Source: an optimization exercise on an open RTL-to-GDS flow (aim: small area, a short achievable clock period and few clock cycles). Production flows keep margins and buffers that such runs may drop. RTL that was checked went through simulation tests only; none was proved equivalent to the original. For runs 1 to 4, only the layout was checked, not whether the RTL still works.

### design.v
module lab9(x,y,z,clk,reset,start,done);
input [7:0]x,y;
input clk,reset;
input start;
output [7:0]z;
output reg done;
reg [7:0] a, b;
reg busy;
wire [7:0] o = a | b;
wire [7:0] lo = {|o[6:0], |o[5:0], |o[4:0], |o[3:0], |o[2:0], |o[1:0], o[0], 1'b0};
wire [7:0] m0 = ~lo;                      
wire [7:0] m1 = lo & ~{lo[6:0], 1'b0};       
wire a_odd = |(a & m0);
wire b_odd = |(b & m0);
wire d_2 = ~|((a ^ b) & m1);              
wire [6:0] u = a[7:1], v = b[7:1];
wire [6:0] pr = ~(u ^ v);                 
wire [6:0] g = u & ~v;
wire [6:0] t = u | ~v;
wire [6:0] G, T;
wire g10 = g[1] | (t[1] & g[0]),  t10 = t[1] & t[0];
wire g32 = g[3] | (t[3] & g[2]),  t32 = t[3] & t[2];
wire g54 = g[5] | (t[5] & g[4]),  t54 = t[5] & t[4];
wire g20 = g[2] | (t[2] & g10),   t20 = t[2] & t10;
wire g30 = g32 | (t32 & g10),     t30 = t32 & t10;
wire g64 = g[6] | (t[6] & g54),   t64 = t[6] & t54;
assign G[0] = g[0];              assign T[0] = t[0];
assign G[1] = g10;               assign T[1] = t10;
assign G[2] = g20;               assign T[2] = t20;
assign G[3] = g30;               assign T[3] = t30;
assign G[4] = g[4] | (t[4] & g30); assign T[4] = t[4] & t30;
assign G[5] = g54 | (t54 & g30);   assign T[5] = t54 & t30;
assign G[6] = g64 | (t64 & g30);   assign T[6] = t64 & t30;
wire [6:0] c  = {G[5:0], 1'b0};           
wire [6:0] c1 = {G[5:0] | T[5:0], 1'b1};  
wire [6:0] dab = pr ^ c1;                 
wire [6:0] dba = ~(pr ^ c);               
wire a_ge = G[6] | T[6];                  
wire fin = (a == b) | ~|a | ~|b;
assign z = o;
always @(posedge clk) begin
	if (reset) begin
		busy <= 1'b0;
		done <= 1'b0;
	end else begin
		done <= busy & fin & ~start;
		if (start)
			busy <= 1'b1;
		else if (fin)
			busy <= 1'b0;
	end
end
wire sh_a  = ~start & ~a_odd;             
wire sh_b  = ~start & a_odd & ~b_odd;     
wire sub   = ~start & a_odd & b_odd;      
wire [6:0] dd = pr ^ (a_ge ? c1 : ~c);    
wire [7:0] dsel = d_2 ? dd[6:1] : dd;
wire [7:0] a_nx = ({8{start}} & x) | ({8{sh_a}} & (a >> 1)) | ({8{sub}} & dsel) | ({8{sh_b}} & a);
wire [7:0] b_nx = ({8{start}} & y) | ({8{sh_b}} & (b >> 1)) | ({8{sub & ~a_ge}} & a)
                | ({8{sh_a | (sub & a_ge)}} & b);
always @(posedge clk) begin
	a <= a_nx;
	b <= b_nx;
end
endmodule
### flow/run.sh
#!/bin/bash
# The standard layout, with the smallest buffer on every input and output port
# instead of the one buffer_ports picks by default.
set -euo pipefail
bash standard.sh "BUFFER_PORTS_ARGS=-buffer_cell sky130_fd_sc_hd__buf_1" finish > standard.log 2>&1
### standard.sh
#!/bin/bash
# synth_recipe.tcl (not shown) runs the flow's synth.tcl, then flattens the netlist and writes it again
# the make line also repeats each setting of config.mk as NAME=value (left out here)
make -C /OpenROAD-flow-scripts/flow DESIGN_CONFIG=/design/flow/config.mk WORK_HOME=/design/flow/orfs CLKGATE_MAP_FILE= SYNTH_SCRIPT=/design/flow/synth_recipe.tcl "${@:-finish}"
### config.mk
export PLATFORM = sky130hd
export DESIGN_NAME = lab9
export DESIGN_NICKNAME = lab9
export VERILOG_FILES = /design/flow/design.v
export SDC_FILE = /design/flow/constraint.sdc
export NUM_CORES = 4
export LEC_CHECK = 0
export ABC_AREA = 1
export CAP_MARGIN = 20
export CORE_MARGIN = 2
export CORE_UTILIZATION = 40
export SETUP_SLACK_MARGIN = 3.0
export SLEW_MARGIN = 20
### constraint.sdc
create_clock -name core_clock -period 5.0 [get_ports {clk}]
set_input_delay 1.0000 -clock core_clock [delete_from_list [all_inputs] [get_ports {clk}]]
set_output_delay 1.0000 -clock core_clock [all_outputs]
set_load 0.01 [all_outputs]
==> out/metrics.csv, run 1 <==
stage,metric,value,unit
global_routing,vias in the first global route,1961,
placement,dpl hpwl,4236,µm
floorplanning,# rows,24,
cts,"Clk Latency, worst-skew pair",0.25,ns
cts,hold buffers post-CTS,0,
floorplanning,die height,72.59,µm
yosys,syn avg cell area,6.252,µm²
yosys,post-synthesis sequential area ratio,19.15,%
finish,# nets final,399,
run_status,status,no timing/DRC/antenna violations,
routing,Routed WL per cell,14.93,µm
timing,part of the cycle the worst path needs,40.12,%
worst_hold_path,Hold Crit Class,register to register,
global_routing,Tot GR Track Use,23.46,%
global_routing,M2 GR Usage,37.47,%
routing,DRC violations left,0,
global_routing,gr ovfl total,0,
critical_path,Crit Path Class,register to output port,
run,maxcap violations,0,
finish,Area Growth Syn to Fin,37.63,%
yosys,Mapped Nets,343,
floorplanning,Die Area,5269,µm²
cts,# clock sinks,18,
timing,total negative slack,0,ns
yosys,synthesized cell area,1882,µm²
routing,Via density,5.272,
timing,Peak Freq,498.5,MHz
timing,final setup vio count,0,
global_routing,global routing usage on met1,33.31,%
critical_path,Worst Path Max Fanout,4,
floorplanning,I/O pin count,28,
timing,final hold violation count,0,
critical_path,CP Launch Type,register,
yosys,yosys warns,1,
finish,ant diodes,0,
floorplanning,Initial Utilization,42.34,%
global_routing,met3 usage,2.348,%
finish,FILL cells,429,
placement,Routability Congestion,0.8782,
critical_path,critical path arrival,1.01,ns
global_routing,initial antenna violation count,0,
placement,# port buffers,27,
finish,area of the multi-input gates,1509,µm²
cts,clock transition at the registers of the reported paths,0.07,ns
routing,DR iter-0 viols,137,
global_routing,layer with the highest usage,met2,
cts,H-tree depth,1,
floorplanning,Die Width,72.59,µm
cts,clk root buf,clkbuf_8,
timing,clock skew,0.001541,ns
global_routing,pin count of the biggest net entering global routing,19,
cts,clock tree buffer depth,2,
finish,share of cells above drive strength 1,32.58,%
routing,remaining antenna violation count,0,
critical_path,critical path endpoint category,output port,
timing,fin crit period,2.006,ns
timing,worst relative slew slack,76.82,%
yosys,Yosys reg bits,18,
cts,CTS Buf Count,3,
yosys,Mapped Cells,301,
global_routing,first-pass GRT wire length,9625,µm
routing,via count,2151,
timing,Final Slew Violations,0,
finish,Post-Route Utilization,58.28,%
timing,Slew @ Worst Pin,0.3477,ns
floorplanning,core footprint,4444,µm²
routing,final wirelength,6093,µm
finish,register cell area after layout,412.9,µm²
routing,drt pass-1 iters,5,
cts,TritonCTS clock tree,built,
critical_path,Worst Path Required,4.00,ns
yosys,library cells used by synthesis,25,
timing,RSZ-0062 raised after global routing,true,
-- critical path: stages (launching register included) --
cell     delay, ns
dfxtp_4       0.38
inv_4         0.05
ha_4          0.17
inv_2         0.06
buf_6         0.09
-- final cells by class --
| type | count | share of cell area, % |
|---|---|---|
| inverter | 42 | 7.536 |
| sequential | 18 | 15.94 |
| clock buffer | 4 | 2.126 |
| tap | 52 | 2.512 |
| timing repair buffer | 54 | 13.62 |
| multi-input combinational | 238 | 58.26 |
-- sequential cells by signal (all words and copies together), names as in the netlist --
signal	cells
a	8
b	8
busy	1
done	1
-- cell families after synthesis --
group / after synthesis / synth area share, %
buffers and inverters: 45 / 9.574
and+or+nand+nor: 184 / 47.41
adders and majority gates: 23 / 15.29
AOI/OAI and AO/OA: 31 / 8.577
DFF: 18 / 19.15
-- cells in the mapped netlist --
cell / n / area share [%]
a21oi_1: 20 / 5.3
a22o_1: 1 / 0.47
buf_8: 1 / 0.80
clkbuf_1: 2 / 0.40
dfxtp_1: 18 / 19
ha_1: 23 / 15
inv_1: 41 / 8.2
inv_2: 1 / 0.20
nand2_1: 93 / 19
nand2_2: 7 / 2.3
nand2_4: 3 / 1.8
nand3_1: 40 / 11
nand3_4: 1 / 0.93
nand3b_1: 3 / 1.2
nand4_1: 5 / 1.7
nor2_1: 17 / 3.4
nor2_2: 3 / 1.0
nor2_4: 3 / 1.8
nor2_8: 1 / 1.1
nor3_1: 2 / 0.53
nor3_4: 1 / 0.86
nor4_1: 4 / 1.3
o21ai_0: 9 / 2.4
o21bai_1: 1 / 0.40
or2_2: 1 / 0.33
-- worst paths after layout --
kind / startpoint / endpoint / slack [ns] / cells past startpoint
setup / recovery: a[1] / z[1] / 2.99 / 4
setup reg to reg: b[4] / a[3] / 3.07 / 11
hold reg to reg: busy / done / 0.45 / 2
hold / removal: busy / done / 0.45 / 2
-- repair_timing --
item / CTS / global route
buffers inserted: 21 / 6
endpoints found under the setup margin: 24 / 23
pin swaps: 4 / 8
gates resized for setup: 82 / 29
-- routing by layer --
| metal | vias to the layer above | part of all wire (%) |
|---|---|---|
| met1 | 974 | 45 |
| met5 | - | 0 |
| li1 | 1087 | - |
| met4 | 0 | 1.5 |
| met3 | 8 | 6.7 |
| met2 | 82 | 47 |
-- placed cells by master, fill, tap and decap left out, drive strengths merged, types with 3 or more instances in the layout --
master and count:
o21ai 9, nand2 103, nor4 4, ha 23, nand3b 3, nor3 3
nor2 24, clkbuf 4, a21oi 20, nand4 5, nand3 41, inv 42
dfxtp 18, buf 54
-- per-stage QoR --
stage          instances  hold slack [ns]  cell area (µm²)  setup WS (ns)
3_5_place_dp         377           0.4497             2026          2.442
6_report             408           0.4540             2590          2.994
5_1_grt              408           0.4989             2590          2.921
3_3_place_gp         377           0.4496             2026          2.504
2_1_floorplan        301           0.4292             1882          3.019
4_1_cts              402           0.4598             2430          2.979
==> run 2, diff against run 1 <==
--- a/config.mk
+++ b/config.mk
@@ -9,5 +9,5 @@
 export CAP_MARGIN = 20
 export CORE_MARGIN = 2
 export CORE_UTILIZATION = 40
-export SETUP_SLACK_MARGIN = 3.0
+export SETUP_SLACK_MARGIN = 3.2
 export SLEW_MARGIN = 20
==> out/metrics.csv, run 2 <==
stage,metric,value,unit
run_status,status,no timing/DRC/antenna violations,
finish,Largest regs,"a (8), b (8)",
yosys,Simple-Gate Fraction of Synth Area,47.41,%
yosys,synthesized cell area,1882,µm²
routing,DR iter-0 viols,210,
timing,fin crit period,1.983,ns
placement,placed cells,377,
floorplanning,die height,72.59,µm
placement,placed cell areas,2031,µm²
cts,# clock sinks,18,
floorplanning,Die Width,72.59,µm
finish,FILL cells,340,
yosys,multiplexer share of the synthesized area,0,%
timing,final hold violation count,0,
yosys,yosys warns,1,
critical_path,Crit path largest cell delay,0.37,ns
yosys,post-synthesis sequential area ratio,19.15,%
floorplanning,# rows,24,
timing,final setup vio count,0,
finish,share of cells above drive strength 1,47.16,%
finish,most frequent cells in the layout,"nand2_1 (80), buf_4 (50), nand3_1 (26)",
finish,final non-filler cell area,3104,µm²
critical_path,CP Launch Type,register,
finish,Finished Layout Cells,440,
cts,"Clk Latency, worst-skew pair",0.25,ns
cts,TritonCTS clock tree,built,
cts,clock transition at the registers of the reported paths,0.07,ns
cts,hold buffers post-CTS,0,
routing,final wirelength,7347,µm
placement,dpl hpwl,4226,µm
critical_path,Worst Path Required,4.00,ns
yosys,"EDFF count, synth",0,
global_routing,first-pass GRT wire length,11580,µm
floorplanning,Initial Utilization,42.34,%
finish,"most common cell after layout, fill and taps aside",nand2_1,
finish,area of the multi-input gates,1738,µm²
global_routing,pin count of the biggest net entering global routing,19,
timing,clock skew,0.002163,ns
yosys,most instantiated cells after synthesis,"nand2_1 (93), inv_1 (41), nand3_1 (40)",
yosys,Mapped Cells,301,
yosys,Synth Area in Compound Gates,8.577,%
routing,Routed WL per cell,16.70,µm
finish,# nets final,432,
yosys,Post-synth top flop,dfxtp_1,
yosys,most frequent cell after synthesis,nand2_1,
placement,# port buffers,27,
yosys,Synth Area in Adders,15.29,%
yosys,Synth top area share,19.15,%
yosys,library cells used by synthesis,25,
floorplanning,Die Area,5269,µm²
cts,H-tree depth,1,
yosys,largest area contributor in the netlist,dfxtp_1,
cts,clk root buf,clkbuf_8,
placement,Routability Congestion,0.8793,
timing,total negative slack,0,ns
routing,Via density,5.532,
global_routing,vias in the first global route,2368,
global_routing,gr ovfl total,0,
routing,DRC violations left,0,
run,maxcap violations,0,
timing,Peak Freq,504.4,MHz
timing,part of the cycle the worst path needs,39.65,%
critical_path,critical path arrival,0.98,ns
routing,drt pass-1 iters,5,
yosys,main combinational cell family by area after synthesis,simple AND/OR/NAND/NOR gates,
critical_path,CP most frequent cell,inv_4,
yosys,ys async rst share,0,%
global_routing,Tot GR Track Use,28.16,%
yosys,Post-Synth XOR/XNOR Area,0,%
global_routing,initial antenna violation count,0,
timing,worst relative slew slack,75.71,%
cts,clock tree buffer depth,2,
finish,Area Growth Syn to Fin,64.96,%
cts,CTS Buf Count,3,
worst_hold_path,Hold Crit Class,register to register,
timing,fin worst setup slack,3.017,ns
yosys,syn avg cell area,6.252,µm²
critical_path,Crit Path Class,register to output port,
routing,via count,2434,
finish,register cell area after layout,415.4,µm²
timing,Final Slew Violations,0,
critical_path,slowest CP cell,dfxtp_4,
floorplanning,core footprint,4444,µm²
critical_path,Worst Path Max Fanout,3,
yosys,Mapped Nets,343,
floorplanning,I/O pin count,28,
critical_path,CP Cell Sequence,"inv_4, ha_4, inv_4, buf_6",
timing,RSZ-0062 raised after global routing,true,
routing,remaining antenna violation count,0,
timing,Slew @ Worst Pin,0.3610,ns
placement,pre-CTS WS,2.516,ns
yosys,Yosys reg bits,18,
critical_path,critical path endpoint category,output port,
yosys,"top cells by area, synth","dfxtp_1 (19%), nand2_1 (19%), ha_1 (15%)",
finish,ant diodes,0,
## run 2: cell counts after synthesis
Identical to the previous run, type by type.
## run 2: logic make-up after synthesis
logic type               Yosys count
AO/OA/AOI/OAI                     31
adder cells (fa/ha/maj)           23
buffers and inverters             45
flip-flops                        18
AND/OR/NAND/NOR                  184
## run 2: routing by layer
metal	global-route usage, %	vias up	part of all wire, %
met1	36.71	1095	41
met4	10.70	0	3.2
li1	-	1162	-
met2	46.97	141	48
met5	0	-	0
met3	4.006	36	8.2
## run 2: cell type report
type                       count  area share (%)
sequential                    18           13.38
clock buffer                   3           1.330
inverter                      42           6.691
timing repair buffer          85           20.52
tap                           52           2.096
multi-input combinational    240           55.99
## run 2: metrics by stage
step	utilization [%]	hold slack, ns
finish	69.85	0.4541
global route	69.85	0.4890
CTS	65.51	0.4622
detailed placement	45.69	0.4476
global placement	45.69	0.4487
floorplan	-	0.4292
## run 2: critical path: cells and delay by family (launching register included)
family	cells	cell delay, ns
flops	1	0.37
buf+inv	3	0.20
fa+ha+maj	1	0.16
## run 2: worst paths after layout
check / from / endpoint / slack (ns) / depth (start not counted)
max reg2reg: a[0] / a[6] / 3.05 / 12
min: busy / done / 0.45 / 2
min reg2reg: busy / done / 0.45 / 2
max: a[4] / z[4] / 3.02 / 4
## run 2: what timing repair did
item	in CTS	in global routing
resized for setup	149	22
setup buffers	45	13
hold endpoints to repair	0	0
setup endpoints to repair	25	24
gates cloned	2	0
pin swaps	41	20
==> run 3, diff against run 2 <==
--- a/design.v
+++ b/design.v
@@ -13,6 +13,7 @@
 wire a_odd = |(a & m0);
 wire b_odd = |(b & m0);
 wire d_2 = ~|((a ^ b) & m1);              
+wire d_3 = d_2 & ~|((a ^ b) & {m1[6:0], 1'b0});  
 wire [6:0] u = a[7:1], v = b[7:1];
 wire [6:0] pr = ~(u ^ v);                 
 wire [6:0] g = u & ~v;
@@ -54,7 +55,7 @@
 wire sh_b  = ~start & a_odd & ~b_odd;     
 wire sub   = ~start & a_odd & b_odd;      
 wire [6:0] dd = pr ^ (a_ge ? c1 : ~c);    
-wire [7:0] dsel = d_2 ? dd[6:1] : dd;
+wire [7:0] dsel = ({8{~d_2}} & dd) | ({8{d_2 & ~d_3}} & dd[6:1]) | ({8{d_3}} & dd[6:2]);
 wire [7:0] a_nx = ({8{start}} & x) | ({8{sh_a}} & (a >> 1)) | ({8{sub}} & dsel) | ({8{sh_b}} & a);
 wire [7:0] b_nx = ({8{start}} & y) | ({8{sh_b}} & (b >> 1)) | ({8{sub & ~a_ge}} & a)
                 | ({8{sh_a | (sub & a_ge)}} & b);
--- a/config.mk
+++ b/config.mk
@@ -9,5 +9,5 @@
 export CAP_MARGIN = 20
 export CORE_MARGIN = 2
 export CORE_UTILIZATION = 40
-export SETUP_SLACK_MARGIN = 3.2
+export SETUP_SLACK_MARGIN = 2.6
 export SLEW_MARGIN = 20
==> out/metrics.csv, run 3 <==
stage,metric,value,unit
run_status,status,no timing/DRC/antenna violations,
critical_path,Worst path top cell family by delay,flip-flops,
cts,post-CTS setup buffer count,0,
yosys,library cells used by synthesis,27,
critical_path,critical path endpoint category,output port,
timing,total negative slack,0,ns
timing,worst relative slew slack,67.55,%
yosys,Mapped Nets,357,
routing,drt pass-1 iters,4,
critical_path,Worst Path Required,4.00,ns
cts,TritonCTS clock tree,built,
finish,Post-Route Utilization,46.11,%
timing,fin crit period,2.307,ns
critical_path,CP Launch Type,register,
yosys,"top cells by area, synth","dfxtp_1 (19%), nand2_1 (18%), ha_1 (14%)",
run,maxcap violations,0,
finish,area of the multi-input gates,1381,µm²
routing,via count,2062,
floorplanning,core footprint,4692,µm²
timing,Slew @ Worst Pin,0.4868,ns
cts,"Clk Latency, worst-skew pair",0.25,ns
critical_path,CP Cell Sequence,"inv_1, ha_1, inv_1, buf_1",
cts,clock tree buffer depth,2,
timing,part of the cycle the worst path needs,46.14,%
finish,Area Growth Syn to Fin,11.91,%
critical_path,Crit path largest cell delay,0.44,ns
routing,Via density,5.181,
placement,pre-CTS WS,2.767,ns
floorplanning,Initial Utilization,41.20,%
floorplanning,Die Width,73.52,µm
global_routing,gr ovfl total,0,
floorplanning,I/O pin count,28,
critical_path,Worst Path Buf+Inv,3,
global_routing,initial antenna violation count,0,
timing,final hold violation count,0,
global_routing,pin count of the biggest net entering global routing,20,
placement,placed cell areas,2091,µm²
cts,# clock sinks,18,
finish,register cell area after layout,365.4,µm²
floorplanning,# rows,25,
yosys,"EDFF count, synth",0,
critical_path,slowest CP cell,dfxtp_1,
placement,# port buffers,27,
routing,DR iter-0 viols,173,
timing,Peak Freq,433.5,MHz
finish,share of cells above drive strength 1,9.302,%
timing,final setup vio count,0,
finish,# nets final,387,
yosys,largest area contributor in the netlist,dfxtp_1,
yosys,ys async rst share,0,%
finish,Finished Layout Cells,398,
routing,Routed WL per cell,13.40,µm
finish,most frequent cells in the layout,"nand2_1 (91), inv_1 (49), nand3_1 (49)",
floorplanning,Die Area,5405,µm²
routing,DRC violations left,0,
yosys,most frequent cell after synthesis,nand2_1,
yosys,Post-synth top flop,dfxtp_1,
placement,placed cells,395,
timing,RSZ-0062 raised after global routing,false,
global_routing,vias in the first global route,1938,
global_routing,Tot GR Track Use,20.96,%
routing,remaining antenna violation count,0,
yosys,most instantiated cells after synthesis,"nand2_1 (92), inv_1 (50), nand3_1 (49)",
yosys,Yosys reg bits,18,
routing,final wirelength,5332,µm
finish,FILL cells,522,
yosys,syn avg cell area,6.117,µm²
yosys,post-synthesis sequential area ratio,18.64,%
critical_path,Crit Path Class,register to output port,
finish,"most common cell after layout, fill and taps aside",nand2_1,
timing,fin worst setup slack,2.693,ns
yosys,Synth top area share,18.64,%
timing,Final Slew Violations,0,
yosys,Mapped Cells,316,
critical_path,Worst Path Max Fanout,5,
placement,Routability Congestion,0.9541,
finish,final non-filler cell area,2163,µm²
global_routing,first-pass GRT wire length,8928,µm
cts,clk root buf,clkbuf_8,
finish,ant diodes,0,
critical_path,critical path arrival,1.31,ns
cts,CTS Buf Count,3,
critical_path,CP most frequent cell,inv_1,
yosys,synthesized cell area,1933,µm²
floorplanning,die height,73.52,µm
worst_hold_path,Hold Crit Class,register to register,
finish,Largest regs,"a (8), b (8)",
placement,dpl hpwl,4422,µm
yosys,yosys warns,1,
cts,H-tree depth,1,
cts,clock transition at the registers of the reported paths,0.07,ns
timing,clock skew,0.002154,ns
[run 3: cell families (layout without fill, tap and decap cells)]
group           count (synthesis)  count (layout)  synth area share (%)
buf+inv                        55              83                 11.07
compound gates                 38              38                 12.04
fa+ha+maj                      22              22                 14.24
flops                          18              18                 18.64
simple gates                  183             183                 44.01
[run 3: final timing paths]
kind         start    to  slack, ns  cells past startpoint
max           b[5]  z[5]       2.69                      4
min           busy  done       0.45                      2
max reg2reg   b[5]  a[1]       2.80                     12
min reg2reg   busy  done       0.45                      2
[run 3: area by class of cell]
cell class              count  area share [%]
clock buffers               3           1.909
inverters                  52           9.196
multi-input cells         243           63.85
flip-flops and latches     18           16.89
well taps                  54           3.123
repair buffers             28           5.032
[run 3: what timing repair did]
action | CTS | global route
setup endpoints to repair | 0 | 14
hold buffers | 0 | 0
gates resized for setup | 0 | 11
[run 3: worst min-delay path: stages (launching register included)]
cell and delay, ns:
dfxtp_1 0.31, nand3_1 0.07, inv_1 0.03
[run 3: metrics by stage]
| step | hold WS, ns |
|---|---|
| 2_1_floorplan | 0.4292 |
| 3_3_place_gp | 0.4396 |
| 3_5_place_dp | 0.4433 |
| 4_1_cts | 0.4517 |
| 5_1_grt | 0.4925 |
| 6_report | 0.4460 |
[run 3: metal layers]
metal  track usage, %  wire length (µm)  vias up
met4            4.444                41        0
met5                0                 0        -
met1            28.74              2511      904
met2            33.93              2504       66
met3            4.252               275        6
li1                 -                 -     1086
==> run 4, diff against run 3 <==
--- a/config.mk
+++ b/config.mk
@@ -9,5 +9,5 @@
 export CAP_MARGIN = 20
 export CORE_MARGIN = 2
 export CORE_UTILIZATION = 40
-export SETUP_SLACK_MARGIN = 2.6
+export SETUP_SLACK_MARGIN = 2.8
 export SLEW_MARGIN = 20
==> out/metrics.csv, run 4 <==
stage,metric,value,unit
run_status,status,no timing/DRC/antenna violations,
placement,placed cells,395,
global_routing,first-pass GRT wire length,8928,µm
critical_path,critical path endpoint category,output port,
cts,hold buffers post-CTS,0,
floorplanning,# rows,25,
timing,part of the cycle the worst path needs,42.95,%
global_routing,pin count of the biggest net entering global routing,20,
yosys,library cells used by synthesis,27,
finish,Post-Route Utilization,48.80,%
cts,clk root buf,clkbuf_8,
yosys,ys async rst share,0,%
critical_path,reg2reg path depth,14,
finish,Largest regs,"a (8), b (8)",
timing,Final Slew Violations,0,
run,maxcap violations,0,
critical_path,Worst Path Required,4.00,ns
timing,Peak Freq,465.6,MHz
placement,dpl hpwl,4422,µm
placement,# port buffers,27,
finish,Finished Layout Cells,401,
timing,clock skew,0.002992,ns
floorplanning,I/O pin count,28,
cts,CTS Buf Count,3,
yosys,most frequent cell after synthesis,nand2_1,
cts,"Clk Latency, worst-skew pair",0.25,ns
routing,Via density,5.229,
critical_path,CP Launch Type,register,
timing,fin worst setup slack,2.852,ns
cts,TritonCTS clock tree,built,
finish,# nets final,390,
placement,pre-CTS WS,2.767,ns
yosys,Mapped Cells,316,
worst_hold_path,Hold Crit Class,register to register,
critical_path,critical path arrival,1.15,ns
worst_hold_path,hold-critical path depth,2,
timing,fin crit period,2.148,ns
yosys,Post-synth top flop,dfxtp_1,
critical_path,CP Cell Sequence,"inv_1, ha_2, inv_1, buf_2",
finish,share of cells above drive strength 1,19.88,%
cts,H-tree depth,1,
finish,most frequent cells in the layout,"nand2_1 (91), nand3_1 (48), inv_1 (40)",
floorplanning,Initial Utilization,41.20,%
global_routing,initial antenna violation count,0,
floorplanning,Die Area,5405,µm²
timing,Slew @ Worst Pin,0.3173,ns
yosys,post-synthesis sequential area ratio,18.64,%
routing,final wirelength,5388,µm
yosys,Mapped Nets,357,
yosys,"EDFF count, synth",0,
critical_path,slowest CP cell,dfxtp_4,
yosys,"top cells by area, synth","dfxtp_1 (19%), nand2_1 (18%), ha_1 (14%)",
routing,via count,2097,
routing,DRC violations left,0,
yosys,yosys warns,1,
critical_path,Crit path largest cell delay,0.38,ns
placement,Routability Congestion,0.9541,
finish,Area Growth Syn to Fin,18.45,%
routing,drt pass-1 iters,4,
routing,Routed WL per cell,13.44,µm
timing,worst relative slew slack,78.84,%
floorplanning,core footprint,4692,µm²
critical_path,Worst Path Max Fanout,6,
timing,RSZ-0062 raised after global routing,true,
yosys,syn avg cell area,6.117,µm²
cts,# clock sinks,18,
cts,clock transition at the registers of the reported paths,0.07,ns
global_routing,Tot GR Track Use,20.99,%
timing,final setup vio count,0,
timing,total negative slack,0,ns
routing,DR iter-0 viols,168,
yosys,most instantiated cells after synthesis,"nand2_1 (92), inv_1 (50), nand3_1 (49)",
finish,ant diodes,0,
critical_path,CP most frequent cell,inv_1,
global_routing,vias in the first global route,1931,
floorplanning,Die Width,73.52,µm
timing,final hold violation count,0,
yosys,synthesized cell area,1933,µm²
yosys,Yosys reg bits,18,
finish,"most common cell after layout, fill and taps aside",nand2_1,
global_routing,gr ovfl total,0,
routing,remaining antenna violation count,0,
finish,FILL cells,497,
cts,clock tree buffer depth,2,
yosys,largest area contributor in the netlist,dfxtp_1,
critical_path,Crit Path Class,register to output port,
yosys,Synth top area share,18.64,%
floorplanning,die height,73.52,µm
## run 4: changes by cell type in the layout (fill, tap and decap cells not counted), moves of 3 or more
cell / delta
buf_1: -6
buf_2: +5
dfxtp_1: -10
dfxtp_2: +3
dfxtp_4: +7
ha_1: -5
ha_2: +4
inv_1: -9
inv_2: +9
## run 4: final timing paths
| check | from | endpoint | slack, ns |
|---|---|---|---|
| worst max-delay path | a[5] | z[5] | 2.85 |
| worst min-delay path | busy | done | 0.45 |
| worst max register to register | a[0] | b[0] | 3.00 |
| worst min register to register | busy | done | 0.45 |
## run 4: layout make-up
cell class | count | area, µm² | area share, %
Multi-Input combinational cell | 243 | 1435 | 62.68
Sequential cell | 18 | 395.4 | 17.27
Inverter | 52 | 198.9 | 8.689
Timing Repair Buffer | 31 | 151.4 | 6.612
Tap cell | 54 | 67.56 | 2.951
Clock buffer | 3 | 41.29 | 1.803
## run 4: metal layers
metal / up-vias / wire [µm] / track usage, %
met5: - / 0 / 0
met4: 0 / 39 / 4.444
met3: 6 / 243 / 4.252
met2: 60 / 2530 / 33.93
met1: 937 / 2575 / 28.82
li1: 1094 / - / -
## run 4: logic make-up (layout without fill, tap and decap cells)
group,count (synthesis),after routing,synth area share (%)
compound gates,38,38,12.04
fa+ha+maj,22,22,14.24
buf+inv,55,86,11.07
flops,18,18,18.64
simple gates,183,183,44.01
## run 4: worst max-delay path, delay by kind of cell (launching register included)
family	cells	cell delay, ns
buf+inv	3	0.32
fa+ha+maj	1	0.21
flops	1	0.38
## run 4: through the flow
stage / hold slack (ns) / area (µm²)
floorplan: 0.4292 / 1933
global placement: 0.4396 / 2091
detailed placement: 0.4433 / 2091
CTS: 0.4517 / 2162
global route: 0.4926 / 2290
finish: 0.4467 / 2290
## run 4: repair_timing
| action | in CTS | in global routing |
|---|---|---|
| pin swaps | 0 | 5 |
| resized for setup | 24 | 32 |
| endpoints found under the setup margin | 14 | 24 |
| buffers inserted | 0 | 3 |
==> run 5, diff against run 4 <==
--- a/design.v
+++ b/design.v
@@ -37,8 +37,8 @@
 wire [6:0] dab = pr ^ c1;                 
 wire [6:0] dba = ~(pr ^ c);               
 wire a_ge = G[6] | T[6];                  
-wire fin = (a == b) | ~|a | ~|b;
-assign z = o;
+wire fin = (a == b) | ~|a;
+assign z = b;
 always @(posedge clk) begin
 	if (reset) begin
 		busy <= 1'b0;
@@ -57,7 +57,7 @@
 wire [6:0] dd = pr ^ (a_ge ? c1 : ~c);    
 wire [7:0] dsel = ({8{~d_2}} & dd) | ({8{d_2 & ~d_3}} & dd[6:1]) | ({8{d_3}} & dd[6:2]);
 wire [7:0] a_nx = ({8{start}} & x) | ({8{sh_a}} & (a >> 1)) | ({8{sub}} & dsel) | ({8{sh_b}} & a);
-wire [7:0] b_nx = ({8{start}} & y) | ({8{sh_b}} & (b >> 1)) | ({8{sub & ~a_ge}} & a)
+wire [7:0] b_nx = ({8{start}} & (|y ? y : x)) | ({8{sh_b}} & (b >> 1)) | ({8{sub & ~a_ge}} & a)
                 | ({8{sh_a | (sub & a_ge)}} & b);
 always @(posedge clk) begin
 	a <= a_nx;
--- a/config.mk
+++ b/config.mk
@@ -9,5 +9,5 @@
 export CAP_MARGIN = 20
 export CORE_MARGIN = 2
 export CORE_UTILIZATION = 40
-export SETUP_SLACK_MARGIN = 2.8
+export SETUP_SLACK_MARGIN = 3.0
 export SLEW_MARGIN = 20
==> out/metrics.csv, run 5 <==
stage,metric,value,unit
cts,CTS Buf Count,3,
cts,TritonCTS clock tree,built,
routing,Routed WL per cell,15.59,µm
timing,fin crit period,1.976,ns
critical_path,Crit Path Class,register to register,
timing,part of the cycle the worst path needs,39.53,%
yosys,library cells used by synthesis,30,
critical_path,CP Launch Type,register,
global_routing,initial antenna violation count,0,
yosys,syn avg cell area,6.003,µm²
timing,worst relative slew slack,72.03,%
finish,"most common cell after layout, fill and taps aside",nand2_1,
cts,clk root buf,clkbuf_8,
critical_path,critical path endpoint category,register,
critical_path,worst reg2reg path startpoint,a[2],
routing,drt pass-1 iters,5,
floorplanning,# rows,25,
finish,FILL cells,456,
cts,H-tree depth,1,
critical_path,Worst Path Max Fanout,8,
floorplanning,Initial Utilization,41.07,%
timing,Peak Freq,506.0,MHz
global_routing,pin count of the biggest net entering global routing,17,
finish,# nets final,415,
yosys,post-synthesis sequential area ratio,18.70,%
routing,remaining antenna violation count,0,
yosys,Synth top area share,18.70,%
cts,"Clk Latency, worst-skew pair",0.26,ns
finish,Area Growth Syn to Fin,44.22,%
timing,Final Slew Violations,0,
cts,hold buffers post-CTS,0,
yosys,"top cells by area, synth","dfxtp_1 (19%), nand2_1 (18%), ha_1 (14%)",
floorplanning,I/O pin count,28,
yosys,most instantiated cells after synthesis,"nand2_1 (90), inv_1 (47), nand3_1 (45)",
yosys,most frequent cell after synthesis,nand2_1,
floorplanning,Die Width,73.41,µm
critical_path,CP startpoint,a[2],
yosys,ys async rst share,0,%
cts,clock tree buffer depth,2,
finish,ant diodes,0,
run,maxcap violations,0,
timing,smallest hold slack,0.4635,ns
yosys,largest area contributor in the netlist,dfxtp_1,
routing,DR iter-0 viols,139,
timing,Slew @ Worst Pin,0.4158,ns
routing,final wirelength,6674,µm
global_routing,gr ovfl total,0,
routing,via count,2366,
placement,# port buffers,27,
global_routing,vias in the first global route,2104,
timing,total negative slack,0,ns
cts,clock transition at the registers of the reported paths,0.08,ns
cts,# clock sinks,18,
placement,dpl hpwl,4542,µm
critical_path,critical path arrival,2.14,ns
placement,Routability Congestion,0.9086,
routing,Via density,5.528,
finish,Largest regs,"a (8), b (8)",
run_status,status,no timing/DRC/antenna violations,
global_routing,Tot GR Track Use,23.11,%
yosys,Mapped Nets,361,
critical_path,Worst Path Required,5.16,ns
yosys,yosys warns,1,
timing,final hold violation count,0,
worst_hold_path,Worst Hold Launch,busy,
yosys,synthesized cell area,1927,µm²
floorplanning,core footprint,4692,µm²
finish,share of cells above drive strength 1,36.36,%
routing,DRC violations left,0,
yosys,"EDFF count, synth",0,
floorplanning,Die Area,5388,µm²
timing,RSZ-0062 raised after global routing,true,
timing,clock skew,0.007665,ns
yosys,Post-synth top flop,dfxtp_1,
yosys,Yosys reg bits,18,
finish,most frequent cells in the layout,"nand2_1 (76), inv_1 (34), nand3_1 (27)",
worst_hold_path,Hold Crit Class,register to register,
timing,final setup vio count,0,
floorplanning,die height,73.41,µm
yosys,Mapped Cells,321,
global_routing,first-pass GRT wire length,9804,µm
run 5: cell types whose count changed after synthesis, sizes merged, moves of 2 or more:
cell	delta
a21oi	+12
a22oi	-7
inv	-3
nand2	-3
nand3	-3
nand4	-3
nor4	+2
o21ai	+5
o22ai	+3
run 5: metal layers:
layer | global-route usage (%) | routed length (µm)
met1 | 30.90 | 2952
met2 | 38.94 | 3281
met3 | 2.743 | 317
met4 | 6.869 | 121
met5 | 0 | 0
run 5: stage by stage:
step	instances	setup slack, ns	instance area [µm²]	utilization, %
floorplan	321	3.039	1927	-
CTS	410	3.005	2308	49.20
global placement	399	2.443	2077	44.27
global route	428	2.920	2779	59.23
detailed placement	399	2.477	2077	44.27
finish	428	3.024	2779	59.23
run 5: area by class of cell:
type                    instances  area [µm²]  area share (%)
repair buffers                 51       332.8           11.98
inverters                      49       192.7           6.934
multi-input cells             252        1722           61.95
clock buffers                   4       55.05           1.981
well taps                      54       67.56           2.431
flip-flops and latches         18       409.1           14.72
run 5: critical path, stage by stage, from the launching register on:
cell      delay (ns)
dfxtp_2         0.35
inv_2           0.10
ha_2            0.22
inv_1           0.05
nand2_1         0.05
nand2_1         0.08
nand2_2         0.09
nand3_4         0.13
nand2_8         0.14
nand3b_1        0.17
nand2_1         0.13
nand2_2         0.08
nand3_2         0.08
nand3_2         0.09
nand2_2         0.08
nand2_1         0.04
run 5: final timing paths:
path	cells past startpoint	end	slack, ns
setup reg to reg	15	a[0]	3.02
hold / removal	2	busy	0.46
setup / recovery	15	a[0]	3.02
hold reg to reg	2	busy	0.46
run 5: cell families after synthesis:
family / count (synthesis) / synth area share, %
simple gates: 179 / 42.34
buf+inv: 52 / 10.52
compound gates: 51 / 14.81
flops: 18 / 18.70
fa+ha+maj: 21 / 13.64
run 5: timing repair:
item / CTS / global route
buffers inserted: 6 / 17
gates cloned: 1 / 1
pin swaps: 9 / 31
endpoints found under the setup margin: 16 / 16
resized for setup: 40 / 87
Testbench counts of run 5, summed over its fixed seeds: cycles 25,276.
==> run 6, diff against run 5 <==
--- a/config.mk
+++ b/config.mk
@@ -9,5 +9,5 @@
 export CAP_MARGIN = 20
 export CORE_MARGIN = 2
 export CORE_UTILIZATION = 40
-export SETUP_SLACK_MARGIN = 3.0
+export SETUP_SLACK_MARGIN = 2.8
 export SLEW_MARGIN = 20
==> out/metrics.csv, run 6 <==
stage,metric,value,unit
run_status,status,no timing/DRC/antenna violations,
critical_path,Worst Path Required,5.20,ns
routing,remaining antenna violation count,0,
placement,placed cells,399,
yosys,yosys warns,1,
routing,final wirelength,5890,µm
finish,Finished Layout Cells,409,
timing,part of the cycle the worst path needs,41.54,%
timing,final hold violation count,0,
global_routing,gr ovfl total,0,
floorplanning,Die Area,5388,µm²
routing,via count,2214,
timing,Final Slew Violations,0,
cts,clk root buf,clkbuf_8,
critical_path,critical path endpoint category,register,
finish,"most common cell after layout, fill and taps aside",nand2_1,
cts,# clock sinks,18,
finish,most frequent cells in the layout,"nand2_1 (90), nand3_1 (44), inv_1 (43)",
placement,dpl hpwl,4542,µm
cts,TritonCTS clock tree,built,
timing,Peak Freq,481.5,MHz
yosys,ys async rst share,0,%
yosys,Post-synth top flop,dfxtp_1,
floorplanning,core footprint,4692,µm²
cts,clock tree buffer depth,2,
yosys,Mapped Nets,361,
critical_path,Crit Path Class,register to register,
global_routing,Tot GR Track Use,22.15,%
finish,share of cells above drive strength 1,16.34,%
timing,total negative slack,0,ns
finish,register cell area after layout,375.4,µm²
critical_path,slowest CP cell,ha_1,
global_routing,vias in the first global route,2034,
floorplanning,# rows,25,
yosys,"EDFF count, synth",0,
floorplanning,I/O pin count,28,
finish,ant diodes,0,
worst_hold_path,Hold Crit Class,register to register,
global_routing,first-pass GRT wire length,9370,µm
yosys,synthesized cell area,1927,µm²
timing,Slew @ Worst Pin,0.3871,ns
finish,Largest regs,"a (8), b (8)",
routing,drt pass-1 iters,4,
routing,DR iter-0 viols,114,
finish,FILL cells,503,
cts,CTS Buf Count,3,
global_routing,initial antenna violation count,0,
routing,Routed WL per cell,14.40,µm
timing,final setup vio count,0,
critical_path,reg2reg path depth,11,
critical_path,Critical Path Stages,11,
yosys,largest area contributor in the netlist,dfxtp_1,
routing,Via density,5.413,
placement,# port buffers,27,
cts,"Clk Latency, worst-skew pair",0.26,ns
routing,DRC violations left,0,
floorplanning,die height,73.41,µm
critical_path,CP most frequent cell,nand2_1,
cts,clock transition at the registers of the reported paths,0.08,ns
critical_path,Worst path top cell family by delay,simple AND/OR/NAND/NOR gates,
finish,area of the multi-input gates,1469,µm²
critical_path,CP Launch Type,register,
cts,H-tree depth,1,
timing,clock skew,0.004515,ns
finish,# nets final,396,
critical_path,Crit path largest cell delay,0.40,ns
finish,Post-Route Utilization,49.01,%
yosys,Mapped Cells,321,
floorplanning,Die Width,73.41,µm
yosys,Synth top area share,18.70,%
yosys,library cells used by synthesis,30,
timing,fin crit period,2.077,ns
run,maxcap violations,0,
critical_path,critical path arrival,2.28,ns
timing,worst relative slew slack,73.95,%
critical_path,CP Cell Sequence,"inv_1, ha_1, nand3_1, o21ai_0, nor2_1, nand2_2, nor2_4, nand3_1, nand2_1, nand2_1, nand2_1",
placement,Routability Congestion,0.9086,
worst_hold_path,hold-critical path depth,2,
yosys,most instantiated cells after synthesis,"nand2_1 (90), inv_1 (47), nand3_1 (45)",
global_routing,pin count of the biggest net entering global routing,17,
critical_path,Worst Path Buf+Inv,1,
floorplanning,Initial Utilization,41.07,%
critical_path,Worst Path Max Fanout,6,
timing,smallest hold slack,0.4620,ns
yosys,Yosys reg bits,18,
yosys,syn avg cell area,6.003,µm²
yosys,most frequent cell after synthesis,nand2_1,
cts,hold buffers post-CTS,0,
timing,RSZ-0062 raised after global routing,false,
yosys,"top cells by area, synth","dfxtp_1 (19%), nand2_1 (18%), ha_1 (14%)",
yosys,post-synthesis sequential area ratio,18.70,%
finish,Area Growth Syn to Fin,19.35,%
-- run 6: changes by cell type in the layout (fill, tap and decap cells not counted), moves of 12 or more --
| cell | change |
|---|---|
| dfxtp_4 | -12 |
| nand3_1 | +17 |
| nand2_2 | -12 |
| nand2_1 | +14 |
| buf_4 | -16 |
| nand3_2 | -16 |
-- run 6: path summary, 6_finish.rpt --
check | start | slack [ns] | end
worst max-delay path | a[5] | 2.92 | a[5]
worst min-delay path | busy | 0.46 | busy
worst max register to register | a[5] | 2.92 | a[5]
worst min register to register | busy | 0.46 | busy
-- run 6: per-layer routing --
| layer | part of all wire (%) | track usage [%] |
|---|---|---|
| met4 | 2.3 | 8.687 |
| met5 | 0 | 0 |
| met1 | 48 | 30.15 |
| met3 | 5.6 | 3.155 |
| met2 | 44 | 35.24 |
-- run 6: final cells by class --
type | count | share of cell area (%)
clock buffer | 4 | 2.394
inverter | 49 | 8.161
multi-input combinational | 253 | 63.87
sequential | 18 | 16.32
tap | 54 | 2.938
timing repair buffer | 31 | 6.311
-- run 6: tightest hold or removal path: stages, from the launching register on --
cell     delay, ns
dfxtp_1       0.31
nand2_1       0.06
a21oi_1       0.05
-- run 6: per-stage QoR --
stage               worst slack (ns)  instance area (µm²)
floorplan                      3.039                 1927
finish                         2.923                 2300
global route                   2.796                 2300
CTS                            2.791                 2160
detailed placement             2.477                 2077
global placement               2.443                 2077
-- run 6: cell families after synthesis --
kind of cell	after synthesis	share of synthesized area (%)
AND/OR/NAND/NOR	179	42.34
buffers and inverters	52	10.52
AO/OA/AOI/OAI	51	14.81
adder cells (fa/ha/maj)	21	13.64
flip-flops	18	18.70
-- run 6: timing repair --
item                                   CTS  global route
pin swaps                                1             5
gates cloned                             0             2
setup endpoints to repair               16            16
buffers inserted                         0             4
endpoints found under the hold margin    0             0
resized for setup                        9            30
==> run 7, diff against run 6 <==
--- a/design.v
+++ b/design.v
@@ -9,11 +9,10 @@
 wire [7:0] o = a | b;
 wire [7:0] lo = {|o[6:0], |o[5:0], |o[4:0], |o[3:0], |o[2:0], |o[1:0], o[0], 1'b0};
 wire [7:0] m0 = ~lo;                      
-wire [7:0] m1 = lo & ~{lo[6:0], 1'b0};       
 wire a_odd = |(a & m0);
 wire b_odd = |(b & m0);
-wire d_2 = ~|((a ^ b) & m1);              
-wire d_3 = d_2 & ~|((a ^ b) & {m1[6:0], 1'b0});  
+wire d_2 = ~|((a ^ b) & ~{lo[6:0], 1'b0});
+wire d_3 = ~|((a ^ b) & ~{lo[5:0], 2'b0});
 wire [6:0] u = a[7:1], v = b[7:1];
 wire [6:0] pr = ~(u ^ v);                 
 wire [6:0] g = u & ~v;
==> out/metrics.csv, run 7 <==
stage,metric,value,unit
run_status,status,no timing/DRC/antenna violations,
routing,final wirelength,5388,µm
yosys,most frequent cell after synthesis,nand2_1,
global_routing,first-pass GRT wire length,8956,µm
routing,Via density,5.089,
timing,RSZ-0062 raised after global routing,true,
timing,worst relative slew slack,63.45,%
global_routing,initial antenna violation count,0,
yosys,most instantiated cells after synthesis,"nand2_1 (85), nand3_1 (46), inv_1 (44)",
routing,remaining antenna violation count,0,
timing,Slew @ Worst Pin,0.5462,ns
floorplanning,# rows,25,
finish,FILL cells,532,
worst_hold_path,Hold Crit Class,register to register,
finish,register cell area after layout,371.6,µm²
finish,Post-Route Utilization,48.16,%
yosys,"top cells by area, synth","dfxtp_1 (18%), nand2_1 (16%), ha_1 (13%)",
timing,Final Slew Violations,0,
finish,Area Growth Syn to Fin,15.82,%
cts,hold buffers post-CTS,0,
cts,H-tree depth,1,
timing,clock skew,0.005522,ns
worst_hold_path,Hold Path End,done,
floorplanning,Die Area,5520,µm²
placement,placed cells,408,
routing,Routed WL per cell,12.95,µm
finish,Finished Layout Cells,416,
yosys,ys async rst share,0,%
yosys,yosys warns,1,
yosys,Yosys reg bits,18,
worst_hold_path,Worst Hold Launch,busy,
critical_path,slowest CP cell,nand3_1,
placement,dpl hpwl,4354,µm
critical_path,Crit Path Class,input port to register,
floorplanning,die height,74.30,µm
yosys,Synth top area share,18.23,%
critical_path,Crit path largest cell delay,0.33,ns
global_routing,Tot GR Track Use,20.66,%
timing,final hold violation count,0,
floorplanning,Die Width,74.30,µm
yosys,Mapped Cells,317,
critical_path,critical path endpoint category,register,
finish,share of cells above drive strength 1,14.61,%
yosys,Mapped Nets,357,
routing,DR iter-0 viols,141,
run,maxcap violations,0,
routing,drt pass-1 iters,4,
timing,smallest hold slack,0.4508,ns
worst_hold_path,hold-critical path depth,2,
critical_path,RR Endpoint,a[1],
cts,# clock sinks,18,
floorplanning,I/O pin count,28,
yosys,library cells used by synthesis,30,
yosys,"EDFF count, synth",0,
cts,"Clk Latency, worst-skew pair",0.26,ns
placement,Routability Congestion,0.8384,
timing,final setup vio count,0,
finish,ant diodes,0,
timing,Peak Freq,486.7,MHz
critical_path,Worst Path Max Fanout,11,
yosys,Post-synth top flop,dfxtp_1,
cts,clk root buf,clkbuf_8,
cts,clock transition at the registers of the reported paths,0.07,ns
global_routing,vias in the first global route,1895,
yosys,syn avg cell area,6.236,µm²
timing,part of the cycle the worst path needs,41.09,%
timing,total negative slack,0,ns
timing,fin crit period,2.055,ns
finish,most frequent cells in the layout,"nand2_1 (83), nand3_1 (46), inv_1 (43)",
cts,clock tree buffer depth,2,
finish,# nets final,390,
critical_path,worst reg2reg path startpoint,a[1],
floorplanning,core footprint,4755,µm²
finish,Largest regs,"a (8), b (8)",
cts,CTS Buf Count,3,
critical_path,CP Cell Sequence,"buf_2, inv_1, nand3_1, nand2_2, nand2_1, nand3_1",
yosys,synthesized cell area,1977,µm²
routing,DRC violations left,0,
floorplanning,Initial Utilization,41.58,%
routing,via count,2117,
placement,# port buffers,27,
global_routing,gr ovfl total,0,
critical_path,CP most frequent cell,nand3_1,
yosys,largest area contributor in the netlist,dfxtp_1,
finish,"most common cell after layout, fill and taps aside",nand2_1,
critical_path,CP Launch Type,input port,
yosys,post-synthesis sequential area ratio,18.23,%
critical_path,critical path arrival,2.25,ns
global_routing,pin count of the biggest net entering global routing,16,
finish,area of the multi-input gates,1470,µm²
critical_path,Worst Path Required,5.19,ns
critical_path,reg2reg path depth,11,
cts,TritonCTS clock tree,built,
[run 7: cell count changes after synthesis, sizes merged, moves of 2 or more]
| cell | delta |
|---|---|
| o21ai | -9 |
| clkbuf | -2 |
| nor2 | -2 |
| o211ai | +2 |
| nand4 | +3 |
| buf | +2 |
| nor4 | -2 |
| nand3b | +2 |
| inv | -2 |
| o22ai | -3 |
| a21oi | +8 |
[run 7: cell families after synthesis]
logic type	count (synthesis)	share of synthesized area, %
buffers and inverters	49	9.810
and+or+nand+nor	179	44.81
DFF	18	18.23
adders and majority gates	21	13.29
AOI/OAI and AO/OA	50	13.86
[run 7: through the flow]
stage / area (µm²) / setup WS (ns)
3_3_place_gp: 2141 / 2.601
4_1_cts: 2197 / 2.855
2_1_floorplan: 1977 / 3.047
6_report: 2290 / 2.945
3_5_place_dp: 2141 / 2.528
5_1_grt: 2290 / 2.798
[run 7: layout make-up]
| cell class | count | share of cell area (%) |
|---|---|---|
| multi-input combinational | 250 | 64.21 |
| sequential | 18 | 16.23 |
| inverter | 46 | 7.541 |
| timing repair buffer | 31 | 5.956 |
| tap | 67 | 3.661 |
| clock buffer | 4 | 2.404 |
[run 7: per-layer routing]
metal | up-vias | track usage, % | wire length (µm)
li1 | 1104 | - | -
met1 | 959 | 30.96 | 2704
met2 | 50 | 32.14 | 2420
met3 | 4 | 3.523 | 230
met4 | 0 | 2.183 | 32
met5 | - | 0 | 0
[run 7: timing repair]
item | CTS | global route
pin swaps | 0 | 4
resized for setup | 1 | 21
setup buffers | 0 | 4
hold endpoints to repair | 0 | 0
endpoints found under the setup margin | 1 | 15
[run 7: critical path: cells and delay by family]
family	cells	cell delay [ns]
buf+inv	2	0.48
simple gates	4	0.76
[run 7: worst max-delay path by stage]
stage           from   end  slack, ns  cells past startpoint
4_1_cts         b[3]  a[2]       2.85                     14
2_1_floorplan  start  a[6]       3.05                      7
6_report       start  b[3]       2.95                      6
3_3_place_gp   start  b[3]       2.60                      6
5_1_grt         a[5]  a[4]       2.80                     14
3_5_place_dp   start  b[3]       2.53                      6
Testbench counts of run 7, summed over its fixed seeds: cycles 25,276.
==> run 8, diff against run 7 <==
--- a/config.mk
+++ b/config.mk
@@ -9,5 +9,5 @@
 export CAP_MARGIN = 20
 export CORE_MARGIN = 2
 export CORE_UTILIZATION = 40
-export SETUP_SLACK_MARGIN = 2.8
+export SETUP_SLACK_MARGIN = 2.9
 export SLEW_MARGIN = 20
==> out/metrics.csv, run 8 <==
stage,metric,value,unit
finish,FILL cells,502,
floorplanning,I/O pin count,28,
finish,"most common cell after layout, fill and taps aside",nand2_1,
floorplanning,die height,74.30,µm
critical_path,reg2reg path depth,10,
run,maxcap violations,0,
cts,hold buffers post-CTS,0,
routing,remaining antenna violation count,0,
finish,Largest regs,"a (8), b (8)",
yosys,most instantiated cells after synthesis,"nand2_1 (85), nand3_1 (46), inv_1 (44)",
routing,Via density,5.090,
finish,register cell area after layout,384.1,µm²
run_status,status,no timing/DRC/antenna violations,
yosys,post-synthesis sequential area ratio,18.23,%
floorplanning,Die Area,5520,µm²
yosys,largest area contributor in the netlist,dfxtp_1,
routing,via count,2148,
timing,fin worst setup slack,3.048,ns
placement,placed cell areas,2141,µm²
global_routing,vias in the first global route,1909,
global_routing,pin count of the biggest net entering global routing,16,
finish,# nets final,396,
cts,"Clk Latency, worst-skew pair",0.26,ns
routing,final wirelength,5585,µm
global_routing,gr ovfl total,0,
timing,Final Slew Violations,0,
finish,final non-filler cell area,2447,µm²
routing,DRC violations left,0,
timing,part of the cycle the worst path needs,39.05,%
routing,drt pass-1 iters,4,
yosys,Mapped Cells,317,
critical_path,critical path endpoint category,register,
critical_path,CP startpoint,a[3],
placement,placed cells,408,
timing,Peak Freq,512.2,MHz
timing,final setup vio count,0,
critical_path,CP Launch Type,register,
floorplanning,Die Width,74.30,µm
critical_path,Crit Path Class,register to register,
floorplanning,# rows,25,
worst_hold_path,Hold Crit Class,register to register,
critical_path,RR Endpoint,a[4],
finish,Area Growth Syn to Fin,23.80,%
cts,CTS Buf Count,3,
timing,total negative slack,0,ns
timing,RSZ-0062 raised after global routing,true,
critical_path,Worst Path Max Fanout,6,
yosys,synthesized cell area,1977,µm²
cts,clk root buf,clkbuf_8,
finish,most frequent cells in the layout,"nand2_1 (83), nand3_1 (45), inv_1 (41)",
yosys,"EDFF count, synth",0,
routing,Routed WL per cell,13.23,µm
floorplanning,core footprint,4755,µm²
routing,DR iter-0 viols,164,
yosys,Synth top area share,18.23,%
global_routing,Tot GR Track Use,20.74,%
global_routing,first-pass GRT wire length,9004,µm
global_routing,initial antenna violation count,0,
cts,TritonCTS clock tree,built,
cts,# clock sinks,18,
timing,clock skew,0.001237,ns
yosys,Mapped Nets,357,
cts,H-tree depth,1,
placement,# port buffers,27,
placement,pre-CTS WS,2.528,ns
critical_path,Worst Path Required,5.20,ns
finish,share of cells above drive strength 1,21.69,%
placement,Routability Congestion,0.8384,
cts,clock transition at the registers of the reported paths,0.07,ns
yosys,syn avg cell area,6.236,µm²
finish,ant diodes,0,
timing,fin crit period,1.952,ns
placement,dpl hpwl,4354,µm
finish,Finished Layout Cells,422,
yosys,"top cells by area, synth","dfxtp_1 (18%), nand2_1 (16%), ha_1 (13%)",
yosys,Yosys reg bits,18,
floorplanning,Initial Utilization,41.58,%
critical_path,CP endpoint,a[4],
cts,clock tree buffer depth,2,
yosys,library cells used by synthesis,30,
timing,final hold violation count,0,
finish,area of the multi-input gates,1543,µm²
critical_path,worst reg2reg path startpoint,a[3],
critical_path,critical path arrival,2.15,ns
yosys,ys async rst share,0,%
yosys,yosys warns,1,
yosys,Post-synth top flop,dfxtp_1,
yosys,most frequent cell after synthesis,nand2_1,
timing,worst relative slew slack,74.91,%
timing,Slew @ Worst Pin,0.3729,ns
[run 8: cell counts after synthesis]
Identical to the previous run, type by type.
[run 8: kinds of logic (layout without fill, tap and decap cells)]
logic type               count (synthesis)  after routing  share of synthesized area, %
flip-flops                              18             18                         18.23
AND/OR/NAND/NOR                        179            179                         44.81
AO/OA/AOI/OAI                           50             50                         13.86
adder cells (fa/ha/maj)                 21             21                         13.29
buffers and inverters                   49             87                         9.810
[run 8: worst min path at each step]
| stage | from | to | slack (ns) | depth (start not counted) |
|---|---|---|---|---|
| floorplan | busy | done | 0.42 | 2 |
| global placement | busy | done | 0.44 | 2 |
| detailed placement | busy | done | 0.44 | 2 |
| CTS | busy | done | 0.45 | 2 |
| global route | busy | done | 0.50 | 2 |
| finish | busy | done | 0.45 | 2 |
[run 8: per-layer routing]
metal,GRT usage [%],share of wire [%]
met3,3.523,3.5
met5,0,0
met1,30.96,50
met2,32.44,46
met4,2.183,0.61
[run 8: worst max-delay path, stage by stage (launching register included)]
cell and delay [ns]:
dfxtp_2 0.37, inv_1 0.12, ha_4 0.27, a21oi_1 0.16
nand4_1 0.16, nor3_4 0.36, buf_4 0.17, nand3_1 0.07
nand3_1 0.11, nand2_1 0.05, nand2_1 0.05
[run 8: stage by stage]
stage | utilization, % | hold slack [ns]
2_1_floorplan | - | 0.4239
3_3_place_gp | 45.03 | 0.4369
3_5_place_dp | 45.03 | 0.4413
4_1_cts | 46.58 | 0.4517
5_1_grt | 51.47 | 0.5002
6_report | 51.47 | 0.4488
[run 8: area by class of cell]
cell class,instances,share of cell area (%)
multi-input combinational,250,63.04
sequential,18,15.70
timing repair buffer,37,8.282
inverter,46,7.311
tap,67,3.425
clock buffer,4,2.249
[run 8: timing repair]
| item | CTS | global route |
|---|---|---|
| resized for setup | 3 | 43 |
| setup buffers | 2 | 8 |
| pin swaps | 2 | 9 |
| setup endpoints to repair | 15 | 16 |
==> run 9, diff against run 8 <==
--- a/config.mk
+++ b/config.mk
@@ -9,5 +9,5 @@
 export CAP_MARGIN = 20
 export CORE_MARGIN = 2
 export CORE_UTILIZATION = 40
-export SETUP_SLACK_MARGIN = 2.9
+export SETUP_SLACK_MARGIN = 2.85
 export SLEW_MARGIN = 20
==> out/metrics.csv, run 9 <==
stage,metric,value,unit
run_status,status,no timing/DRC/antenna violations,
floorplanning,I/O pin count,28,
yosys,Mapped Nets,357,
critical_path,slowest CP cell,dfxtp_1,
global_routing,pin count of the biggest net entering global routing,16,
worst_hold_path,Hold Path End,done,
routing,via count,2136,
finish,register cell area after layout,380.4,µm²
timing,Peak Freq,499.1,MHz
critical_path,Worst Path Buf+Inv,1,
critical_path,Crit Path Class,register to register,
run,maxcap violations,0,
yosys,Mapped Cells,317,
global_routing,Tot GR Track Use,20.66,%
yosys,most instantiated cells after synthesis,"nand2_1 (85), nand3_1 (46), inv_1 (44)",
timing,Final Slew Violations,0,
placement,# port buffers,27,
placement,dpl hpwl,4354,µm
timing,part of the cycle the worst path needs,40.07,%
worst_hold_path,Hold Crit Class,register to register,
timing,fin worst setup slack,2.997,ns
finish,"most common cell after layout, fill and taps aside",nand2_1,
cts,TritonCTS clock tree,built,
timing,final hold violation count,0,
yosys,Post-synth top flop,dfxtp_1,
critical_path,CP most frequent cell,nand3_1,
routing,Routed WL per cell,13.11,µm
timing,fin crit period,2.003,ns
worst_hold_path,Worst Hold Launch,busy,
yosys,library cells used by synthesis,30,
critical_path,Worst path top cell family by delay,simple AND/OR/NAND/NOR gates,
cts,clk root buf,clkbuf_8,
worst_hold_path,hold-critical path depth,2,
yosys,post-synthesis sequential area ratio,18.23,%
critical_path,CP Cell Sequence,"inv_1, ha_2, nand3_1, nand4_1, nor3_4, nor2_4, nand3_1, nand3_1, nand2_1, nand2_1",
yosys,ys async rst share,0,%
finish,Largest regs,"a (8), b (8)",
global_routing,gr ovfl total,0,
routing,DRC violations left,0,
yosys,Yosys reg bits,18,
timing,final setup vio count,0,
yosys,yosys warns,1,
cts,clock tree buffer depth,2,
timing,worst relative slew slack,64.51,%
finish,# nets final,392,
cts,H-tree depth,1,
timing,clock skew,0.005260,ns
routing,DR iter-0 viols,175,
yosys,largest area contributor in the netlist,dfxtp_1,
critical_path,CP Launch Type,register,
finish,share of cells above drive strength 1,19.09,%
placement,pre-CTS WS,2.528,ns
yosys,most frequent cell after synthesis,nand2_1,
routing,Via density,5.110,
cts,# clock sinks,18,
floorplanning,Initial Utilization,41.58,%
placement,Routability Congestion,0.8384,
finish,most frequent cells in the layout,"nand2_1 (83), nand3_1 (45), inv_1 (41)",
routing,drt pass-1 iters,4,
floorplanning,core footprint,4755,µm²
yosys,syn avg cell area,6.236,µm²
critical_path,reg2reg path depth,10,
floorplanning,Die Area,5520,µm²
finish,area of the multi-input gates,1525,µm²
timing,RSZ-0062 raised after global routing,false,
yosys,"EDFF count, synth",0,
global_routing,initial antenna violation count,0,
critical_path,worst reg2reg path startpoint,a[5],
finish,FILL cells,518,
global_routing,vias in the first global route,1895,
routing,remaining antenna violation count,0,
finish,ant diodes,0,
routing,final wirelength,5480,µm
critical_path,Worst Path Max Fanout,6,
cts,CTS Buf Count,3,
floorplanning,# rows,25,
critical_path,Worst Path Required,5.15,ns
yosys,Synth top area share,18.23,%
critical_path,critical path endpoint category,register,
floorplanning,die height,74.30,µm
cts,clock transition at the registers of the reported paths,0.07,ns
global_routing,first-pass GRT wire length,8956,µm
cts,"Clk Latency, worst-skew pair",0.26,ns
timing,Slew @ Worst Pin,0.5304,ns
critical_path,Crit path largest cell delay,0.41,ns
critical_path,RR Endpoint,a[2],
floorplanning,Die Width,74.30,µm
timing,total negative slack,0,ns
yosys,synthesized cell area,1977,µm²
yosys,"top cells by area, synth","dfxtp_1 (18%), nand2_1 (16%), ha_1 (13%)",
finish,Area Growth Syn to Fin,20.00,%
critical_path,critical path arrival,2.15,ns
## run 9: cell counts after synthesis
No cell type changed its count.
## run 9: timing repair
| action | 4_1_cts | 5_1_grt |
|---|---|---|
| resized for setup | 1 | 39 |
| hold buffers | 0 | 0 |
| setup buffers | 0 | 6 |
| pin swaps | 0 | 8 |
| endpoints found under the setup margin | 8 | 15 |
## run 9: cell type report
type | instances | share of cell area (%)
Clock buffer | 4 | 2.321
Inverter | 46 | 7.437
Multi-Input combinational cell | 250 | 64.29
Sequential cell | 18 | 16.03
Tap cell | 67 | 3.534
Timing Repair Buffer | 33 | 6.382
## run 9: tightest hold or removal path, stage by stage (launching register included)
cell and delay (ns):
dfxtp_1 0.32, nand2_1 0.06, a211oi_1 0.04
## run 9: per-stage QoR
step                cell area [µm²]  std cells  hold slack, ns  utilization, %
finish                         2372        418          0.4506           49.89
global placement               2141        408          0.4369           45.03
CTS                            2197        412          0.4517           46.21
global route                   2372        418          0.5002           49.89
floorplan                      1977        317          0.4239               -
detailed placement             2141        408          0.4413           45.03
## run 9: logic make-up after synthesis
logic type / synth area share, %
buffers and inverters: 9.810
adders and majority gates: 13.29
AOI/OAI and AO/OA: 13.86
and+or+nand+nor: 44.81
DFF: 18.23
## run 9: metal layers
metal	track usage, %	wire, µm	up-vias
met2	32.14	2490	47
met3	3.523	234	4
met4	2.183	32	0
met5	0	0	-
met1	30.96	2723	974
li1	-	-	1111
## run 9: worst max path at each step
| stage | start | to | slack [ns] | depth (start not counted) |
|---|---|---|---|---|
| 6_report | a[5] | a[2] | 3.00 | 10 |
| 5_1_grt | a[5] | a[0] | 2.84 | 10 |
| 4_1_cts | b[3] | a[2] | 2.85 | 14 |
| 3_5_place_dp | start | b[3] | 2.53 | 6 |
| 3_3_place_gp | start | b[3] | 2.60 | 6 |
| 2_1_floorplan | start | a[6] | 3.05 | 7 |

-- port drivers added, routing unchanged --
The results above use ideal ports. As a check the final layouts listed here were re-extracted and re-timed, cells and wires unchanged.
Step 1 assumes that a clkbuf_16 drives the clock port and a buf_2 every other input.
Step 2 adds t to the input delays and takes it off the output delays; t is the mean of the earliest and latest rising clock arrival at the registers after step 1. Input paths then give back, and output paths get back, about the clock's delay inside the block.
Three values: ideal ports, drivers, drivers and shift; two values: the first two.
run	t, ns	setup WS [ns]	worst setup path after step 2	worst slew at a driven data input, ns
run 1	0.276	2.994 / 2.968 / 2.900	input to register	0.04
run 2	0.275	3.017 / 2.993 / 2.898	input to register	0.05
run 3	0.271	2.693 / 2.669 / 2.802	register to register	0.03
run 4	0.271	2.852 / 2.828 / 2.820	input to register	0.03
run 5	0.281	3.024 / 3.024 / 2.875	input to register	0.03
run 6	0.281	2.923 / 2.923 / 2.766	input to register	0.03
run 7	0.280	2.945 / 2.948 / 2.671	input to register	0.03
run 8	0.280	3.048 / 3.048 / 2.776	input to register	0.03
run 9	0.281	2.997 / 2.997 / 2.772	input to register	0.03
After both steps every run listed still meets setup and hold. The setup slack of run 7, which loses most, moves by +0.003 ns with the drivers and by -0.274 ns with both steps.
